This is an optimization exercise on Yosys and OpenROAD, whose aim is small area, a short achievable clock period and few clock cycles per item, not a production implementation.
At most, simulation tests tie the RTL to the original design; equivalence was not proved.

Setup of old:
==> module SquareRoot, before the edit <==
module SquareRoot(outdata,checkflag,clk,rst,start,indata);
 input wire clk;
 input wire rst;
 input wire start;
 input wire [31:0] indata;
 output reg [15:0] outdata;    
 output reg checkflag;
 reg [27:0] x;       
 reg [15:0] r;       
 reg        neg;     
 reg [2:0]  cnt;     
 wire go = start & (cnt == 3'd0);
 wire [17:0] sa = {r, x[27:26]} + {outdata ^ {16{~neg}}, 2'b11};
 wire [15:0] qa = {outdata[14:0], ~sa[17]};
 wire [17:0] sum = {sa[15:0], x[25:24]} + {qa ^ {16{~sa[17]}}, 2'b11};
 reg [2:0] r0;       
 reg       n0;       
 reg [1:0] q0;
 always @(*) begin
    case (indata[31:28])
    4'd0:  begin r0 = 3'b111; n0 = 1'b1; q0 = 2'd0; end
    4'd1:  begin r0 = 3'd0;   n0 = 1'b0; q0 = 2'd1; end
    4'd2:  begin r0 = 3'd1;   n0 = 1'b0; q0 = 2'd1; end
    4'd3:  begin r0 = 3'd2;   n0 = 1'b0; q0 = 2'd1; end
    4'd4:  begin r0 = 3'b011; n0 = 1'b1; q0 = 2'd2; end
    4'd5:  begin r0 = 3'b100; n0 = 1'b1; q0 = 2'd2; end
    4'd6:  begin r0 = 3'b101; n0 = 1'b1; q0 = 2'd2; end
    4'd7:  begin r0 = 3'b110; n0 = 1'b1; q0 = 2'd2; end
    4'd8:  begin r0 = 3'b111; n0 = 1'b1; q0 = 2'd2; end
    4'd9:  begin r0 = 3'd0;   n0 = 1'b0; q0 = 2'd3; end
    4'd10: begin r0 = 3'd1;   n0 = 1'b0; q0 = 2'd3; end
    4'd11: begin r0 = 3'd2;   n0 = 1'b0; q0 = 2'd3; end
    4'd12: begin r0 = 3'd3;   n0 = 1'b0; q0 = 2'd3; end
    4'd13: begin r0 = 3'd4;   n0 = 1'b0; q0 = 2'd3; end
    4'd14: begin r0 = 3'd5;   n0 = 1'b0; q0 = 2'd3; end
    default: begin r0 = 3'd6; n0 = 1'b0; q0 = 2'd3; end
    endcase
 end
 always @(posedge clk) begin
    if (go) begin
        x       <= indata[27:0];
        r       <= {{13{n0}}, r0};
        neg     <= n0;
        outdata <= {14'd0, q0};
    end else begin
        x       <= {x[23:0], 4'b0000};
        r       <= sum[15:0];
        neg     <= sum[17];
        if (cnt != 3'd0)
            outdata <= {qa[14:0], ~sum[17]};
    end
 end
 always @(posedge clk) begin
    if (rst) begin
        cnt       <= 3'd0;
        checkflag <= 1'b0;
    end else if (go) begin
        cnt       <= 3'd7;
        checkflag <= 1'b0;
    end else if (cnt != 3'd0) begin
        cnt       <= cnt - 3'd1;
        checkflag <= (cnt == 3'd1);
    end
 end
endmodule
clock: 8.5 ns
lec_check: 0
cap_margin: 20
core_margin: 2
core_utilization: 40
slew_margin: 20
run.sh (not shown) runs the stock make flow with config.mk's settings and CLKGATE_MAP_FILE= SYNTH_SCRIPT=/design/flow/synth_recipe.tcl, a recipe that flattens the netlist after the stock synthesis.
Here is what was changed in the inputs of new compared with old.
-- flow/design.v --
<<< old, line 10
 reg [15:0] r;       
 reg        neg;     
 reg [2:0]  cnt;     
 wire go = start & (cnt == 3'd0);
 wire [17:0] sa = {r, x[27:26]} + {outdata ^ {16{~neg}}, 2'b11};
 wire [15:0] qa = {outdata[14:0], ~sa[17]};
 wire [17:0] sum = {sa[15:0], x[25:24]} + {qa ^ {16{~sa[17]}}, 2'b11};
 reg [2:0] r0;       
 reg       n0;       
>>> new, line 10
 reg [15:0] r;       
 reg        neg;     
 reg [3:0]  cnt;     
 wire go = start & (cnt == 4'd0);
 wire [17:0] sum = {r, x[27:26]} + {outdata ^ {16{~neg}}, 2'b11};
 reg [2:0] r0;       
 reg       n0;       
<<< old, line 45
        outdata <= {14'd0, q0};
    end else begin
        x       <= {x[23:0], 4'b0000};
        r       <= sum[15:0];
        neg     <= sum[17];
        if (cnt != 3'd0)
            outdata <= {qa[14:0], ~sum[17]};
    end
 end
 always @(posedge clk) begin
    if (rst) begin
        cnt       <= 3'd0;
        checkflag <= 1'b0;
    end else if (go) begin
        cnt       <= 3'd7;
        checkflag <= 1'b0;
    end else if (cnt != 3'd0) begin
        cnt       <= cnt - 3'd1;
        checkflag <= (cnt == 3'd1);
    end
 end
>>> new, line 43
        outdata <= {14'd0, q0};
    end else begin
        x       <= {x[25:0], 2'b00};
        r       <= sum[15:0];
        neg     <= sum[17];
        if (cnt != 4'd0)
            outdata <= {outdata[14:0], ~sum[17]};
    end
 end
 always @(posedge clk) begin
    if (rst) begin
        cnt       <= 4'd0;
        checkflag <= 1'b0;
    end else if (go) begin
        cnt       <= 4'd14;
        checkflag <= 1'b0;
    end else if (cnt != 4'd0) begin
        cnt       <= cnt - 4'd1;
        checkflag <= (cnt == 4'd1);
    end
 end
### Flow results
- Largest net degree at the start of global routing in new is 12% below old.
- In the reports for new and old, the larger all-layer global routing usage belongs to old.
- Logic depth of the worst register-to-register path: new < old
- Taking old as the reference, in new worst setup slack increased 2.13 ns; via count decreased 650; count of clock-buffer cells in the layout increased 3; sequential fraction of the synthesis area increased 8.7 points; layout cell share with drive strength beyond 1 increased 0.82 points.
Testbench counts of new, summed over its fixed seeds: cycles 30,720, ops 2,048.
Function not checked in old: the RTL went through the layout flow alone.

## separate check: timing with driven ports
In the flow no input, the clock included, has a driving cell. The finished layouts below were timed again as built, in two steps. Step 1, drivers: a clkbuf_16 drives clk and a buf_2 each remaining input, both assumed. Step 2 adds t to the input delays and takes it off the output delays; t is the mean of the earliest and latest rising clock arrival at the registers after step 1. Input paths then give back, and output paths get back, about the clock's delay inside the block. Three values: ideal, step 1, step 2; two values: the first two.
| run | t (ns) | setup WS [ns] | worst setup path after step 2 | clock arrival spread, ns | pins driven straight from the clock port |
|---|---|---|---|---|---|
| old | 0.385 | 2.870 / 2.870 / 2.870 | register to register | 0.010 / 0.010 | 1 |
| new | 0.363 | 5.004 / 5.010 / 4.647 | input to register | 0.009 / 0.009 | 1 |
After both steps setup and hold are still met in every run listed. The setup slack of new, which loses most, moves by +0.006 ns with the drivers and by -0.357 ns with both steps.
